From an optimization exercise on the open Yosys and OpenROAD flow, aimed at a short achievable clock period and few clock cycles; shortcuts taken in it are not production practice. Only simulation tests tie the RTL to the original design; equivalence was not proved. No activity file was given, so power comes from the tool's default toggle rates.

`design/flow/flow/run.sh`:
```
#!/bin/bash
set -euo pipefail
export SETUP_SLACK_MARGIN=6.5
bash standard.sh > standard_flow.log 2>&1
```
`design/flow/standard.sh`:
```
#!/bin/bash
# synth_recipe.tcl (not shown) runs the flow's synth.tcl, then flattens the netlist and writes it again
# the make line also repeats each setting of config.mk as NAME=value (left out here)
make -C /OpenROAD-flow-scripts/flow DESIGN_CONFIG=/design/flow/config.mk WORK_HOME=/design/flow/orfs CLKGATE_MAP_FILE= SYNTH_SCRIPT=/design/flow/synth_recipe.tcl "${@:-finish}"
```
`design/flow/config.mk`:
```
export PLATFORM = sky130hd
export DESIGN_NAME = RV32I
export DESIGN_NICKNAME = RV32I
export VERILOG_FILES = /design/flow/design.v
export SDC_FILE = /design/flow/constraint.sdc
export NUM_CORES = 4
export LEC_CHECK = 0
export ABC_CLOCK_PERIOD_IN_PS = 2000
export CAP_MARGIN = 20
export CORE_MARGIN = 2
export CORE_UTILIZATION = 40
export SLEW_MARGIN = 20
```
`design/flow/constraint.sdc`:
```
create_clock -name core_clock -period 9.0 [get_ports {clk}]
set_input_delay 1.8000 -clock core_clock [delete_from_list [all_inputs] [get_ports {clk}]]
set_output_delay 1.8000 -clock core_clock [all_outputs]
set_load 0.01 [all_outputs]
```
`design/flow/design.v`:
```
module ksadd(a,b,cin,s,cout);
input[31:0] a,b;
input cin;
output[31:0] s;
output cout;
wire[31:0] c;    
genvar i;
generate
	for (i = 0; i < 32; i = i + 1) begin : bitpos
		wire g0, p0;
		if (i == 0) begin : b0
			assign g0 = (a[0] & b[0]) | ((a[0] ^ b[0]) & cin);
		end else begin : bn
			assign g0 = a[i] & b[i];
		end
		assign p0 = a[i] ^ b[i];
		wire g1, p1, g2, p2, g3, p3, g4, p4, g5;
		if (i >= 1) begin : l1
			assign g1 = g0 | (p0 & bitpos[i-1].g0);
			assign p1 = p0 & bitpos[i-1].p0;
		end else begin : l1n
			assign g1 = g0;
			assign p1 = p0;
		end
		if (i >= 2) begin : l2
			assign g2 = g1 | (p1 & bitpos[i-2].g1);
			assign p2 = p1 & bitpos[i-2].p1;
		end else begin : l2n
			assign g2 = g1;
			assign p2 = p1;
		end
		if (i >= 4) begin : l3
			assign g3 = g2 | (p2 & bitpos[i-4].g2);
			assign p3 = p2 & bitpos[i-4].p2;
		end else begin : l3n
			assign g3 = g2;
			assign p3 = p2;
		end
		if (i >= 8) begin : l4
			assign g4 = g3 | (p3 & bitpos[i-8].g3);
			assign p4 = p3 & bitpos[i-8].p3;
		end else begin : l4n
			assign g4 = g3;
			assign p4 = p3;
		end
		if (i >= 16) begin : l5
			assign g5 = g4 | (p4 & bitpos[i-16].g4);
		end else begin : l5n
			assign g5 = g4;
		end
		if (i < 31) begin : cn
			assign c[i+1] = g5;
		end else begin : co
			assign cout = g5;
		end
		assign s[i] = p0 ^ c[i];
	end
endgenerate
assign c[0] = cin;
endmodule
module RV32I(clk,rst,imem_addr,imem_data,dmem_addr,dmem_wdata,dmem_we,dmem_strobe,dmem_rdata);
input clk,rst;
output[31:0] imem_addr;
input[31:0] imem_data;
output[31:0] dmem_addr,dmem_wdata;
output dmem_we;
output[1:0] dmem_strobe;
input[31:0] dmem_rdata;
reg [9:0]  pcLo;
reg [21:0] hiBase, hiInc;
reg        hiC;
reg        vD;
reg [31:0] instD, pcD;
reg        vE, wenE, ldE, stE, brE;
reg [4:0]  rdE;
reg [1:0]  strbE;
reg [31:0] aE, bE, sdE, tgtE;
reg [31:0] aXn, bXn;    
reg        sAdd, sSub, sSll, sSr, sSlt, sSltu, sXor, sOr, sAnd;
reg        wenM, ldM, weM;
reg [4:0]  rdM;
reg [1:0]  strbM;
reg [31:0] resM, sdM;
reg        wenW;
reg [4:0]  rdW;
reg [31:0] resW;
reg [31:0] rf [1:31];
assign dmem_addr = resM;
assign dmem_wdata = sdM;
assign dmem_we = weM;
assign dmem_strobe = strbM;
wire [31:0] ldext = (strbM == 2'b01) ? {{24{dmem_rdata[7]}}, dmem_rdata[7:0]} :
                    (strbM == 2'b10) ? {{16{dmem_rdata[15]}}, dmem_rdata[15:0]} : dmem_rdata;
wire [31:0] resMW = ldM ? ldext : resM;
always @(posedge clk)
	if (wenW) rf[rdW] <= resW;
wire [6:0] opD = instD[6:0];
wire [2:0] f3D = instD[14:12];
wire [4:0] rs1D = instD[19:15];
wire [4:0] rs2D = instD[24:20];
wire [4:0] rdD = instD[11:7];
wire isOP  = (opD == 7'b0110011);
wire isOPI = (opD == 7'b0010011);
wire isLD  = (opD == 7'b0000011);
wire isST  = (opD == 7'b0100011);
wire isBR  = (opD == 7'b1100011);
wire isJAL = (opD == 7'b1101111);
wire brReal = isBR & (rs1D != rs2D);
wire subD = isOP & (f3D == 3'd0) & instD[30];
wire use1 = isOP | isOPI | isLD | isST | brReal;
wire use2 = isOP | isST | brReal;
wire [31:0] immI = {{20{instD[31]}}, instD[31:20]};
wire [31:0] immS = {{20{instD[31]}}, instD[31:25], instD[11:7]};
wire [31:0] immB = {{20{instD[31]}}, instD[7], instD[30:25], instD[11:8], 1'b0};
wire [31:0] tgtD, linkD;
ksadd addTgtD(pcD, immB, 1'b0, tgtD, );
ksadd addLinkD(pcD, 32'd4, 1'b0, linkD, );
wire [31:0] rf1 = (rs1D == 5'd0) ? 32'd0 : rf[rs1D];
wire [31:0] rf2 = (rs2D == 5'd0) ? 32'd0 : rf[rs2D];
wire [31:0] rv1 = (wenM && rdM == rs1D) ? resMW : (wenW && rdW == rs1D) ? resW : rf1;
wire [31:0] rv2 = (wenM && rdM == rs2D) ? resMW : (wenW && rdW == rs2D) ? resW : rf2;
wire [31:0] aNext = (use1 & wenE & (rdE == rs1D)) ? aluE : isJAL ? linkD : rv1;
wire [31:0] bNext = (use2 & ~isST & wenE & (rdE == rs2D)) ? aluE :
                    isJAL ? 32'd0 : (isOPI | isLD) ? immI : isST ? immS : rv2;
wire stall = vD & vE & ldE & wenE & ((use1 & (rs1D == rdE)) | (use2 & (rs2D == rdE)));
wire [31:0] A  = ~aXn;
wire [31:0] B  = ~bXn;
wire [31:0] sum;
ksadd addE(aE, bE, 1'b0, sum, );
wire [31:0] diff;
ksadd subE(aE, ~bE, 1'b1, diff, );
wire geS, geU;
ksadd cmpS({~A[31], A[30:0]}, {B[31], ~B[30:0]}, 1'b1, , geS);   
ksadd cmpU(B, ~A, 1'b1, , geU);                                   
wire lt  = ~geS;
wire ltu = ~geU;    
wire [31:0] sll = A << B[4:0];
wire [31:0] sr  = A >> B[4:0];    
wire [31:0] aluE = ({32{sAdd}} & sum) |
                   ({32{sSub}} & diff) |
                   ({32{sSll}} & sll) |
                   ({32{sSr}}  & sr)  |
                   {31'd0, (sSlt & lt) | (sSltu & ltu)} |
                   ({32{sXor}} & (A ^ B)) |
                   ({32{sOr}}  & (A | B)) |
                   ({32{sAnd}} & (A & B));
wire eq = (A == B);
wire takenE = vE & brE & eq;
wire [31:0] hiSum;
ksadd addHi({10'd0, hiBase}, {10'd0, hiInc}, hiC, hiSum, );
wire [21:0] hiTrue = hiSum[21:0];
wire [31:0] pcF = {hiTrue, pcLo};
assign imem_addr = {hiBase, pcLo};
wire [31:0] instF = imem_data;
wire redirF = (instF[6:0] == 7'b1101111) |
              ((instF[6:0] == 7'b1100011) & (instF[19:15] == instF[24:20]));
wire [31:0] immJF = {{12{instF[31]}}, instF[19:12], instF[20], instF[30:21], 1'b0};
wire [31:0] immBF = {{20{instF[31]}}, instF[7], instF[30:25], instF[11:8], 1'b0};
wire [31:0] sJF, sBF, s4F;
ksadd addJF({22'd0, pcLo}, {22'd0, immJF[9:0]}, 1'b0, sJF, );
ksadd addBF({22'd0, pcLo}, {22'd0, immBF[9:0]}, 1'b0, sBF, );
ksadd addF4({22'd0, pcLo}, 32'd4, 1'b0, s4F, );
wire [10:0] loJF = sJF[10:0];
wire [10:0] loBF = sBF[10:0];
wire [10:0] lo4F = s4F[10:0];
wire [10:0] loF  = redirF ? (instF[2] ? loJF : loBF) : lo4F;
wire [21:0] incF = redirF ? (instF[2] ? immJF[31:10] : immBF[31:10]) : 22'd0;
always @(posedge clk or posedge rst) begin
	if (rst) begin
		pcLo <= 10'd0;
		hiBase <= 22'd0;
		hiInc <= 22'd0;
		hiC <= 1'b0;
		vD <= 1'b0;
		vE <= 1'b0;
		wenE <= 1'b0;
		ldE <= 1'b0;
		stE <= 1'b0;
		brE <= 1'b0;
		wenM <= 1'b0;
		ldM <= 1'b0;
		weM <= 1'b0;
		wenW <= 1'b0;
	end else begin
		if (takenE) begin
			pcLo <= tgtE[9:0];
			hiBase <= tgtE[31:10];
			hiInc <= 22'd0;
			hiC <= 1'b0;
			vD <= 1'b0;
		end else if (!stall) begin
			pcLo <= loF[9:0];
			hiBase <= hiTrue;
			hiInc <= incF;
			hiC <= loF[10];
			vD <= 1'b1;
		end
		if (takenE || stall || !vD) begin
			vE <= 1'b0;
			wenE <= 1'b0;
			ldE <= 1'b0;
			stE <= 1'b0;
			brE <= 1'b0;
		end else begin
			vE <= 1'b1;
			wenE <= (isOP | isOPI | isLD | isJAL) & (rdD != 5'd0);
			ldE <= isLD;
			stE <= isST;
			brE <= brReal;
		end
		wenM <= wenE;
		ldM <= ldE;
		weM <= stE;
		wenW <= wenM;
	end
end
always @(posedge clk) begin
	if (!stall) begin
		instD <= imem_data;
		pcD <= pcF;
	end
	rdE <= rdD;
	strbE <= (f3D == 3'd0) ? 2'b01 : (f3D == 3'd1) ? 2'b10 : 2'b11;
	tgtE <= tgtD;
	aE <= aNext;
	bE <= bNext;
	aXn <= ~aNext;
	bXn <= ~bNext;
	sdE <= (isST & wenE & (rdE == rs2D)) ? aluE : rv2;
	sAdd  <= isLD | isST | isJAL | ((isOP | isOPI) & (f3D == 3'd0) & ~subD);
	sSub  <= subD;
	sSll  <= (isOP | isOPI) & (f3D == 3'd1);
	sSr   <= (isOP | isOPI) & (f3D == 3'd5);
	sSlt  <= (isOP | isOPI) & (f3D == 3'd2);
	sSltu <= (isOP | isOPI) & (f3D == 3'd3);
	sXor  <= (isOP | isOPI) & (f3D == 3'd4);
	sOr   <= (isOP | isOPI) & (f3D == 3'd6);
	sAnd  <= (isOP | isOPI) & (f3D == 3'd7);
	rdM <= rdE;
	strbM <= strbE;
	resM <= aluE;
	sdM <= sdE;
	rdW <= rdM;
	resW <= resMW;
end
endmodule
```
==> flow_summary.ini <==
[cells_and_area]
nets = 6426
final_layout_size_suffix_gt1_frac = 0.4130
syn_to_final_growth_pct = 29.90
top_register = rf
largest_register_ffs = 992
layout_common_cells = edfxtp_1 (1,056), mux4_2 (595), buf_4 (385)
final_common_cell = edfxtp_1
fin_cells = 8708

[routing]
antenna_left = 0
drt_iter0_drc = 7524
drcViolationCount = 0
via_count = 55780
wl_per_cell_um = 33.46
drt-total-wl_mm = 291.4
viasPerCell = 6.406
first_pass_iters = 5

[hold_path]
worstHoldPathType = flip-flop to flip-flop
hold_path.startpoint = sdE[16]

[sta]
slew_headroom = 0.04916
slew_viol_final = 0
tightest_slew_ps = 1411
finalSetupViolations = 0
fmax_mhz = 278.7
hold_viol = 0
fin_ws_ps = 5411
fin_crit_sh = 0.3987
period_minus_slack_ps = 3589
clock-skew-final_ps = 49.53
rsz0062_at_grt = yes
setup_tns_ps = 0

[clock_network]
clock-sinks = 1436
hold_buffers = 0
clk_pin_slew_ps = 60
cts_tree = built
htreeDepth = 4
clockBufferDepth = 3
numCtsBuffers = 151
root_buffer = clkbuf_16
clk_latency_ps = 820

[grt]
antenna_found_initial = 5
grtUsageTotal = 0.2977
first_global_vias = 54540
gr-usage-met2 = 0.4833
grt_start_max_net_pins = 65
grt_overflow_total = 0
grt_pass1_wl_mm = 405.8
met3_usage = 0.05932
use_met1 = 0.3680
top_usage_layer = met2

[logic_synthesis]
synth-edff-count = 1056
yosysWarnings = 1
synth_cell_types = 86
avgSynthCellArea_sq_um = 13.68
ys_ff_latch = 1436
postSynthCellCount = 5463
syn_nets = 5790
ys_seq_area_frac = 0.5297
synth-main-ff-cell = edfxtp_1
syn-cell-area_sq_um = 74740
ys_async_sr_fraction = 0.03760

[pwr]
p_leak_nw = 35.20
cellPowerDensity_nw_per_um2 = 208.2
vdd_drop_max_v = 0.0001864

[outcome]
status = timing/DRC/antenna clean

[setup_path]
startpoint_type = flip-flop
critPathMaxFanout = 5
worstReg2RegStart = bE[11]
path_class = flip-flop to flip-flop
end_kind = flip-flop
crit_required_ps = 9730
worstPathArrival_ps = 4320
crit_start = bE[11]

[place]
place_inst = 7840
place.gp.congestion = 0.9596
port-buffer-count = 164
dp_hpwl_mm = 165.6
dp_slack_ps = 4406

[floorplanning]
coreArea_sq_um = 185600
dieHeight_um = 436.3
initial_core_util = 0.4026
die_area_sq_um = 190300
row_count = 158
io-pin-count = 165
die_w_um = 436.3

[run]
maxCapViolCount = 0
worst max-delay path, stage by stage, from the launching register on:
cell and delay, ps:
dfxtp_2 330, inv_2 40, ha_4 240, or4_4 540
or4_4 440, a21oi_4 160, or4b_4 170, a221oi_4 70
buf_12 160, o211a_4 240, a221o_1 290, a221o_2 460
buf_6 150, a221oi_2 220
routing by layer:
metal | up-vias | wire length, um
met1 | 28710 | 105400
met2 | 3448 | 138300
met4 | 2 | 21350
met3 | 815 | 26320
met5 | - | 13
li1 | 22810 | -
repair_timing:
| item | CTS | global route |
|---|---|---|
| endpoints found under the setup margin | 1206 | 489 |
| pin swaps | 275 | 177 |
| gates resized for setup | 1570 | 270 |
| setup buffers | 397 | 105 |
| gates cloned | 76 | 7 |
logic make-up after synthesis:
kind of cell	synth area share
buffers and inverters	0.03187
DFF	0.5297
muxes	0.2118
xor gates and xnor gates	0.01488
and+or+nand+nor	0.06146
AOI/OAI and AO/OA	0.1059
adders and majority gates	0.04440
area by class of cell:
class / count / area (sq um)
diodes: 8 / 20.02
clock buffers: 193 / 4143
clock inverters: 81 / 872.1
fillers: 14880 / 88540
inverters: 222 / 940.9
multi-input cells: 3434 / 37760
flip-flops and latches: 1436 / 39930
well taps: 2480 / 3103
repair buffers: 849 / 10230
repair inverters: 5 / 93.84
power breakdown:
part	total, mW	leakage (nW)	switching, mW	internal [mW]
clock	6.35	2.44	2.77	3.58
sequential	8.49	13.2	0.745	7.74
combinational	5.37	19.6	2.84	2.53
total	20.2	35.2	6.36	13.9
cell usage after synthesis, drive strengths merged, types with 8 or more instances:
library cell / number / area (sq um)
nand2: 302 / 1134
o22a: 14 / 122.6
ha: 254 / 3178
a22oi: 43 / 322.8
dfrtp: 54 / 1351
a221oi: 68 / 631.9
inv: 220 / 825.8
or3: 19 / 118.9
nor4: 16 / 100.1
and3: 17 / 106.4
edfxtp: 1056 / 31710
nor2b: 43 / 269.0
a21o: 71 / 533.0
nand3: 70 / 350.3
and4: 8 / 70.07
and2: 23 / 143.9
o22ai: 21 / 131.4
a22o: 13 / 113.9
a31o: 8 / 70.07
a21oi: 338 / 1695
o21a: 30 / 225.2
a31oi: 34 / 212.7
nor2: 390 / 1464
nor3: 48 / 240.2
xor2: 54 / 473.0
clkbuf: 246 / 924.6
mux2: 59 / 664.4
nand2b: 26 / 162.7
mux4: 595 / 13400
a211o: 10 / 87.58
o2111ai: 8 / 70.07
o221ai: 19 / 166.4
a211oi: 104 / 780.8
nand4: 21 / 131.4
buf: 129 / 624.3
o221a: 12 / 135.1
o21ai: 216 / 1081
o21bai: 28 / 210.2
o31ai: 11 / 82.58
dfxtp: 326 / 6526
o211ai: 55 / 412.9
xnor2: 73 / 639.4
mux2i: 176 / 1762
a221o: 25 / 250.2
nand3b: 9 / 67.56
per-stage QoR:
| step | area [sq um] | total power [mW] | hold slack, ps | util |
|---|---|---|---|---|
| CTS | 94700 | 19.77 | 323.5 | 0.5101 |
| global route | 97080 | 20.81 | 332.0 | 0.5230 |
| finish | 97090 | 20.21 | 323.5 | 0.5230 |
| global placement | 80080 | 12.29 | 314.3 | 0.4314 |
| detailed placement | 80090 | 12.30 | 313.8 | 0.4314 |
| floorplan | 76510 | 10.86 | 309.6 | - |
path summary, 6_finish.rpt:
path                        endpoint  slack (ps)  cells after the start
max in group asynchronous  hiInc[20]        6780                      3
min reg2reg                  sdM[16]         320                      0
max                          bXn[21]        5410                     13
min                          sdM[16]         320                      0
min in group asynchronous   hiInc[4]        1600                      3
max reg2reg                  bXn[21]        5410                     13
Testbench counts, summed over its fixed seeds: cycles 66,879.

## static timing again, ports no longer ideal
Ports are ideal in the flow. The routed layout listed here was re-timed in OpenROAD. Step 1, drivers: a clkbuf_16 drives clk and a buf_2 each remaining input, both assumed. Step 2 adds t to the input delays and takes it off the output delays; t is the mean of the earliest and latest rising clock arrival at the registers after step 1. Input paths then give back, and output paths get back, about the clock's delay inside the block. Slacks: ideal / step 1 / step 2; pairs: ideal / step 1.
shift t [ns]: 0.882
setup slack, ns: 5.411 / 5.411 / 5.067
latest minus earliest clock arrival (ns): 0.054 / 0.054
slew at the worst register clock pin (ns): 0.07 / 0.07
worst slew at a driven data input, ns: 0.08
After both steps setup and hold are still met in this run. The setup slack of this run moves by 0.000 ns with the drivers and by -0.344 ns with both steps.
